This design comes from an exercise in tuning for a short achievable clock period and few clock cycles on the open sky130 flow, not from production work.
Only simulation tests tie the RTL to the original design; equivalence was not proved.

==> flow/design.v <==
module ALU (
   input  [15:0] A,
   input  [15:0] B,
   input  [3:0]  F,
   input         CIN,
   output reg [15:0] R,
   output        Z,
   output        S,
   output reg    C,
   output reg    V
   );
   reg [15:0] X;
   reg        ci;
   always @(*) begin
      case (F[1:0])
        2'b01:   begin X = 16'h0000; ci = 1'b1; end    
        2'b10:   begin X = 16'hFFFF; ci = 1'b0; end    
        2'b11:   begin X = B;        ci = CIN;  end    
        default: begin X = ~B;       ci = ~CIN; end    
      endcase
   end
   wire [16:0] sum = {1'b0, A} + {1'b0, X} + {16'b0, ci};
   wire        ainv = (F == 4'd2) || (F == 4'd4);    
   wire        add_c = sum[16] ^ ainv;
   wire        add_v = (A[15] == X[15]) && (sum[15] != A[15]);
   always @(*) begin
      C = 1'b0; V = 1'b0;
      case (F)
        4'd0:  R = A;
        4'd1, 4'd2, 4'd3, 4'd4: begin R = sum[15:0]; C = add_c; V = add_v; end
        4'd5:  R = A & B;
        4'd6:  R = A | B;
        4'd7:  R = A ^ B;
        4'd8:  R = ~A;
        4'd9:  begin R = {A[14:0], 1'b0}; C = A[15]; V = A[15] ^ A[14]; end
        4'd10: begin R = {1'b0, A[15:1]}; C = A[0];  V = A[15]; end
        4'd11: begin R = (&A) ? 16'h0000 : {A[15], A[15:1]}; C = A[0]; end
        4'd12: begin R = {A[14:0], CIN};  C = A[15]; V = A[15] ^ A[14]; end
        4'd13: begin R = {CIN, A[15:1]};  C = A[0];  V = A[15] ^ CIN; end
        4'd14: R = {A[7:0], A[15:8]};
        default: R = B;                                   
      endcase
   end
   assign Z = (R == 16'h0000);
   assign S = R[15];
endmodule
module REGFILE (
   input             CLK,
   input             RST,
   input      [6:1]  W1SEL,
   input      [15:0] W1DATA,
   input      [6:1]  W2SEL,
   input      [15:0] W2DATA,
   input      [7:1]  ASEL,
   input      [7:1]  BSEL,
   input      [15:0] PC,
   output reg [15:0] ABUS,
   output reg [15:0] BBUS
   );
   reg [15:0] R [1:6];
   integer i;
   always @(posedge CLK or negedge RST)
     if (!RST) begin
        for (i = 1; i < 7; i = i + 1) R[i] <= 16'h0000;
     end else begin
        for (i = 1; i < 7; i = i + 1)
          if (W1SEL[i])      R[i] <= W1DATA;
          else if (W2SEL[i]) R[i] <= W2DATA;
     end
   always @(*) begin
      ABUS = {16{ASEL[7]}} & PC;
      BBUS = {16{BSEL[7]}} & PC;
      for (i = 1; i < 7; i = i + 1) begin
         ABUS = ABUS | ({16{ASEL[i]}} & R[i]);
         BBUS = BBUS | ({16{BSEL[i]}} & R[i]);
      end
   end
endmodule
module DECODE (
   input  [15:0] W,
   output [7:1]  ASEL,    
   output [7:1]  BSEL,
   output [6:1]  DSEL
   );
   genvar i;
   generate for (i = 1; i < 8; i = i + 1) begin : g
      assign ASEL[i] = (W[8:6] == i);
      assign BSEL[i] = (W[5:3] == i);
      if (i < 7) begin : gd
         assign DSEL[i] = (W[2:0] == i);
      end
   end endgenerate
endmodule
module CLASSIFY (
   input  [6:0] OP,
   output       ALU,     
   output       LDI,     
   output       LD,      
   output       ST,      
   output       BR,      
   output       HALT     
   );
   assign ALU  = (OP >= 7'd1) && (OP <= 7'd16);
   assign LDI  = (OP == 7'd17);
   assign LD   = (OP == 7'd18);
   assign ST   = (OP == 7'd19);
   assign BR   = (OP >= 7'd20) && (OP <= 7'd30);
   assign HALT = (OP == 7'd127);
endmodule
module CPU (
   input  [15:0] DATA_I,
   output [15:0] DATA_O,
   output [15:0] ADDR,
   output        RD,
   output        WR,
   input         CLK,
   input         RST
   );
   localparam N = 4;                  
   assign RD = 1'b1;
   reg [15:0] ADDR_R, DOUT_R;
   reg        WR_R;
   reg        PF;                     
   reg        PL;                     
   reg [6:1]  PLD;                    
   reg        DV;                     
   reg        LW;                     
   reg [6:1]  LWD;                    
   reg [15:0] FA;                     
   reg [15:0] HPC;                    
   reg        RDR;                    
   reg [2:0]  QV;                     
   reg [15:0] QW   [0:N-1];           
   reg [7:1]  QA   [0:N-1];
   reg [7:1]  QB   [0:N-1];
   reg [6:1]  QD   [0:N-1];
   reg [15:0] RES;                    
   reg        S, C, V;
   assign ADDR   = ADDR_R;
   assign DATA_O = DOUT_R;
   assign WR     = WR_R;
   wire Z = (RES == 16'h0000);
   wire [15:0] IW   = QW[0];
   wire        HAVE = (QV != 3'd0);
   wire        I_ALU, I_LDI, I_LD, I_ST, I_BR, I_HALT;
   CLASSIFY CLASSIFY1 (.OP(IW[15:9]), .ALU(I_ALU), .LDI(I_LDI), .LD(I_LD),
                       .ST(I_ST), .BR(I_BR), .HALT(I_HALT));
   wire        need_imm = I_LDI | I_BR;
   wire        imm_q    = (QV >= 3'd2);                
   wire        imm_ok   = imm_q | DV;
   wire [15:0] IMM      = imm_q ? QW[1] : DATA_I;
   wire [6:1]  pend     = ({6{PL}} & PLD) | ({6{LW}} & LWD);
   wire        hazard   = |((QA[0][6:1] | QB[0][6:1] | QD[0]) & pend);
   wire        go       = HAVE & ~I_HALT & ~hazard & (~need_imm | imm_ok);
   wire        halted   = HAVE & I_HALT;
   wire [15:0] ABUS, BBUS, FOUT;
   wire        ZOUT, SOUT, COUT, VOUT;
   wire        w1  = go & (I_ALU | I_LDI);
   wire [15:0] w1d = I_LDI ? IMM : FOUT;
   REGFILE REGFILE1 (.CLK(CLK), .RST(RST),
                     .W1SEL({6{w1}} & QD[0]), .W1DATA(w1d),
                     .W2SEL({6{LW}} & LWD), .W2DATA(DATA_I),
                     .ASEL(QA[0]), .BSEL(QB[0]), .PC(HPC),
                     .ABUS(ABUS), .BBUS(BBUS));
   ALU ALU1 (.A(ABUS), .B(BBUS), .F(IW[12:9] - 4'd1), .CIN(C),
             .R(FOUT), .Z(ZOUT), .S(SOUT), .C(COUT), .V(VOUT));
   reg cond;
   always @(*)
     case (IW[13:9])
       5'd20:   cond = 1'b1;
       5'd21:   cond = C;
       5'd22:   cond = ~C;
       5'd23:   cond = Z;
       5'd24:   cond = ~Z;
       5'd25:   cond = S;
       5'd26:   cond = ~S;
       5'd27:   cond = V;
       5'd28:   cond = ~V;
       5'd29:   cond = S ^ V;
       5'd30:   cond = (S == V) & ~Z;
       default: cond = 1'b0;
     endcase
   wire redirect = go & I_BR & cond;
   wire memop    = go & (I_LD | I_ST);
   wire [1:0] used = ~go ? 2'd0 : need_imm ? 2'd2 : 2'd1;
   wire [2:0]  qv_next = redirect ? 3'd0 : QV + {2'b0, DV} - {1'b0, used};
   wire [7:1]  d_asel, d_bsel;
   wire [6:1]  d_dsel;
   DECODE DECODE1 (.W(DATA_I), .ASEL(d_asel), .BSEL(d_bsel), .DSEL(d_dsel));
   reg [15:0] shw [0:N-1];
   reg [7:1]  sha [0:N-1];
   reg [7:1]  shb [0:N-1];
   reg [6:1]  shd [0:N-1];
   reg        tak [0:N-1];
   integer j;
   always @(*)
     for (j = 0; j < N; j = j + 1) begin
        shw[j] = QW[j]; sha[j] = QA[j]; shb[j] = QB[j]; shd[j] = QD[j];
        if (used == 2'd1 && j + 1 < N) begin
           shw[j] = QW[j+1]; sha[j] = QA[j+1]; shb[j] = QB[j+1]; shd[j] = QD[j+1];
        end
        if (used == 2'd2 && j + 2 < N) begin
           shw[j] = QW[j+2]; sha[j] = QA[j+2]; shb[j] = QB[j+2]; shd[j] = QD[j+2];
        end
        tak[j] = ({1'b0, j[2:0]} + {2'b0, used}) >= {1'b0, QV};
     end
   wire fetch = ~halted & ({1'b0, qv_next} + {3'b0, PF} < N);
   wire [15:0] fa_inc = FA + 16'd1;
   always @(posedge CLK or negedge RST)
     if (!RST) begin
        ADDR_R <= 16'h0000; DOUT_R <= 16'h0000; WR_R <= 1'b0;
        PF <= 1'b1; PL <= 1'b0; PLD <= 6'd0; DV <= 1'b0; LW <= 1'b0; LWD <= 6'd0;
        FA <= 16'h0000; HPC <= 16'h0001; RDR <= 1'b0; QV <= 3'd0;
        for (j = 0; j < N; j = j + 1) begin
           QW[j] <= 16'h0000; QA[j] <= 7'd0; QB[j] <= 7'd0; QD[j] <= 6'd0;
        end
        RES <= 16'h0001; S <= 1'b0; C <= 1'b0; V <= 1'b0;
     end else begin
        DV  <= PF & ~redirect;
        LW  <= PL;
        LWD <= PLD;
        DOUT_R <= BBUS;
        WR_R   <= memop & I_ST;
        PL     <= memop & I_LD;
        PLD    <= QD[0];
        if (memop) begin
           ADDR_R <= ABUS; PF <= 1'b0;
        end else if (redirect) begin
           ADDR_R <= IMM; FA <= IMM; PF <= 1'b1;
        end else if (fetch) begin
           ADDR_R <= fa_inc; FA <= fa_inc; PF <= 1'b1;
        end else
           PF <= 1'b0;
        QV <= qv_next;
        for (j = 0; j < N; j = j + 1) begin
           QW[j] <= tak[j] ? DATA_I : shw[j];
           QA[j] <= tak[j] ? d_asel : sha[j];
           QB[j] <= tak[j] ? d_bsel : shb[j];
           QD[j] <= tak[j] ? d_dsel : shd[j];
        end
        RDR <= redirect;
        if (RDR)  HPC <= fa_inc;
        else      HPC <= HPC + {14'b0, used};
        if (go & I_ALU) begin
           RES <= FOUT; S <= SOUT; C <= COUT; V <= VOUT;
        end
     end
endmodule
==> flow/flow/run.sh <==
#!/bin/bash
set -euo pipefail
export SETUP_SLACK_MARGIN=${FLOW_SETUP_MARGIN:-10}
bash standard.sh > standard.log 2>&1
==> flow/standard.sh <==
#!/bin/bash
# synth_recipe.tcl (not shown) runs the flow's synth.tcl, then flattens the netlist and writes it again
# the make line also repeats each setting of config.mk as NAME=value (left out here)
make -C /OpenROAD-flow-scripts/flow DESIGN_CONFIG=/design/flow/config.mk WORK_HOME=/design/flow/orfs CLKGATE_MAP_FILE= SYNTH_SCRIPT=/design/flow/synth_recipe.tcl "${@:-finish}"
==> flow/config.mk <==
export PLATFORM = sky130hd
export DESIGN_NAME = CPU
export DESIGN_NICKNAME = CPU
export VERILOG_FILES = /design/flow/design.v
export SDC_FILE = /design/flow/constraint.sdc
export NUM_CORES = 4
export LEC_CHECK = 0
export CAP_MARGIN = 20
export CORE_MARGIN = 2
export CORE_UTILIZATION = 40
export SLEW_MARGIN = 20
==> flow/constraint.sdc <==
create_clock -name core_clock -period 14.0 [get_ports {CLK}]
set_input_delay 2.8000 -clock core_clock [delete_from_list [all_inputs] [get_ports {CLK}]]
set_output_delay 2.8000 -clock core_clock [all_outputs]
set_load 0.01 [all_outputs]
==> run notes <==
-- layer usage --
layer	up-vias	GRT usage (%)	part of all wire, %
met5	-	0	0
met4	0	16.6	6.0
met3	268	6.53	9.8
met2	1175	44.4	44
met1	9421	38.9	40
li1	8368	-	-
-- registers in the layout, summed over array words and instances, names as in the netlist, 3 cells and up --
name / count
QD: 24
QV: 3
QB: 28
LWD: 6
RES: 16
PLD: 6
REGFILE1.R: 96
ADDR_R: 16
FA: 16
QA: 28
HPC: 16
DOUT_R: 16
QW: 55
-- per-stage QoR --
| step | std cells | hold WS, ns | worst slack, ns | utilization [%] |
|---|---|---|---|---|
| after global routing | 2995 | 0.384 | 9.77 | 48.5 |
| after floorplan | 2224 | 0.354 | 9.79 | - |
| after global placement | 2815 | 0.361 | 7.99 | 42.3 |
| final | 2996 | 0.364 | 9.89 | 48.5 |
| after CTS | 2950 | 0.375 | 9.96 | 47.1 |
| after detailed placement | 2815 | 0.365 | 7.88 | 42.3 |
-- worst min path at each step --
stage                             to  cells past startpoint  slack [ns]
CTS                 LWD[2]$_DFF_PN0_                      0        0.37
finish              LWD[2]$_DFF_PN0_                      0        0.36
floorplan           LWD[1]$_DFF_PN0_                      0        0.35
global placement    LWD[3]$_DFF_PN0_                      0        0.36
global route        LWD[6]$_DFF_PN0_                      0        0.38
detailed placement  LWD[2]$_DFF_PN0_                      0        0.36
-- kinds of logic after synthesis --
family	Yosys count	share of synthesized area, %
xor gates and xnor gates	44	1.87
muxes	215	10.8
and+or+nand+nor	639	15.0
adders and majority gates	76	4.75
AOI/OAI and AO/OA	663	21.7
DFF	334	40.5
other	1	0.0182
buffers and inverters	252	5.31
-- layout by cell type (no fill, tap or decap), drive strengths merged, types with 19 or more instances in the layout --
| master | n |
|---|---|
| dfrtp | 331 |
| nand2 | 266 |
| o21ai | 170 |
| buf | 167 |
| mux2i | 161 |
| a21oi | 131 |
| nor2 | 106 |
| nand3 | 91 |
| a22oi | 75 |
| ha | 72 |
| clkbuf | 72 |
| and3 | 65 |
| inv | 63 |
| mux2 | 54 |
| a222oi | 48 |
| a211oi | 48 |
| o22ai | 32 |
| o211ai | 31 |
| a221o | 27 |
| xnor2 | 23 |
| xor2 | 21 |
| a31oi | 19 |
-- critical path, cell delays in order (launching register included) --
cell and delay [ns]:
dfrtp_1 0.41, buf_4 0.37, a22oi_1 0.18, nand3_2 0.18, buf_4 0.19, a21oi_2 0.07
fa_2 0.41, fa_2 0.44, a21oi_4 0.16, o211a_1 0.23, o211ai_1 0.17, a21oi_1 0.20
xor2_1 0.22, o211ai_1 0.24, a31oi_2 0.24, buf_6 0.17, a21oi_2 0.06
-- layout make-up --
| cell class | count | share of cell area, % |
|---|---|---|
| Multi-Input combinational cell | 1640 | 48.6 |
| Sequential cell | 334 | 33.8 |
| Timing Repair Buffer | 205 | 7.84 |
| Clock buffer | 59 | 4.64 |
| Tap cell | 680 | 3.43 |
| Inverter | 63 | 1.04 |
| Clock inverter | 14 | 0.656 |
| Antenna cell | 1 | 0.0101 |
-- timing repair --
action / CTS / global route
cloned: 7 / 2
pin swaps: 33 / 47
resized for setup: 221 / 101
setup endpoints to repair: 335 / 263
hold buffers: 0 / 0
endpoints found under the hold margin: 0 / 0
buffers inserted: 55 / 41
==> metrics.yaml <==
drt_iter0_markers: 2570
grt_use_total_pct: 29.4
die_w_um: 231
rr_endpoint: "REGFILE1.R[5][12]$_DFFE_PN0P_"
netlist_top_cells_count: "dfrtp_1, nand2_1, o21ai_0"
yosys.area.top_type: "dfrtp_1"
critical_path_required_ns: 14.43
clk_path_buf_depth: 3
max_slew.worst_pin.slew_ns: 1.08
antenna_found_initial: 0
finClkSkew_ns: 0.0295
fin_crit_ns: 4.11
cts_sinks: 334
nNetsFinal: 2378
regArea_mm2: 0.00838
syn_inst: 2224
slew_violations: 0
end_kind: "register"
finalWirelength_mm: 80.5
grt_pass1_vias: 18443
critical_path.max_fanout: 17
crit_path_start_kind: "register"
setup-violations-final: 0
vias: 19232
fp.dieArea_mm2: 0.0534
rsz0062_at_grt: "true"
clk_latency_ns: 0.60
grt.overflow.total: 0
netlist_area_mm2: 0.0206
cts.clk_slew.worst_paths_ns: 0.06
r2r-start: "QB[0][1]$_DFFE_PN0P_"
reg2reg_slack_ns: 9.89
syn-num-nets: 2318
rows: 83
maxCapViolCount: 0
ys.flop_type: "dfrtp_1"
async_flop_share_pct: 100
min_path_type: "register to register"
ys_seq_area_share_pct: 40.5
ant_nets: 0
viasPerCell: 6.42
first_pass_iters: 13
yosys.cell_count.top_type: "dfrtp_1"
ys_seq_elements: 334
reg2regPathDepth: 16
finalHoldViolCount: 0
drc: 0
die_h_um: 231
gp_congestion: 0.941
cp.arrival_ns: 4.54
pin_count: 52
drive_gt1_share_pct: 19.6
finalCritPeriodShare_pct: 29.3
coreArea_mm2: 0.0512
synth_edf_count: 0
cts_root_buf: "clkbuf_16"
yosys-top-cells-area: "dfrtp_1, mux2i_1, nand2_1, ha_1, o21ai_0"
min_from: "PLD[2]$_DFF_PN0_"
crit_type: "register to register"
areaGrowthSynthToFinish_pct: 20.2
multi_input_area_mm2: 0.0121
htreeDepth: 2
synth_cell_type_count: 86
dp_hpwl_mm: 51.1
dpl_cell_area_mm2: 0.0217
nFillCells: 4689
clock.fmax_mhz: 244
grt_max_degree: 151
slew_headroom_pct: 28.0
portBuffers: 50
ys_warn_count: 22
start_util_pct: 40.3
finalSetupTns_ns: 0
grt_pass1_wl_mm: 118
cts-buffers-inserted: 40
final_design_area_no_fill_mm2: 0.0248
worstSetupStartpoint: "QB[0][1]$_DFFE_PN0P_"
syn_area_per_cell_um2: 9.28
tritoncts: "built"
synth_top_area_share_pct: 40.1
crit_end: "REGFILE1.R[5][12]$_DFFE_PN0P_"
wl_per_cell_um: 26.9
status: "finished clean"
Testbench counts, summed over its fixed seeds: cycles 34,293.

[re-timing with driven ports]
The results above use ideal ports. As a check the final layout listed here was re-extracted and re-timed, cells and wires unchanged.
Step 1 (the two cells are an assumption about what drives the block):
set clk [get_ports {CLK}]
set_driving_cell -lib_cell sky130_fd_sc_hd__clkbuf_16 $clk
set_driving_cell -lib_cell sky130_fd_sc_hd__buf_2 [delete_from_list [all_inputs] $clk]
Step 2 also shifts input and output timing later by t, the mid clock arrival at the registers, as if the neighbouring blocks saw the same clock.
a / b / c = ideal / step 1 / step 2; a / b = the first two.
t (ns): 0.647
setup slack, ns: 9.893 / 9.893 / 9.382
latest minus earliest clock arrival (ns): 0.030 / 0.029
After both steps setup and hold are still met in this run. The setup slack of this run moves by 0.000 ns with the drivers and by -0.511 ns with both steps.
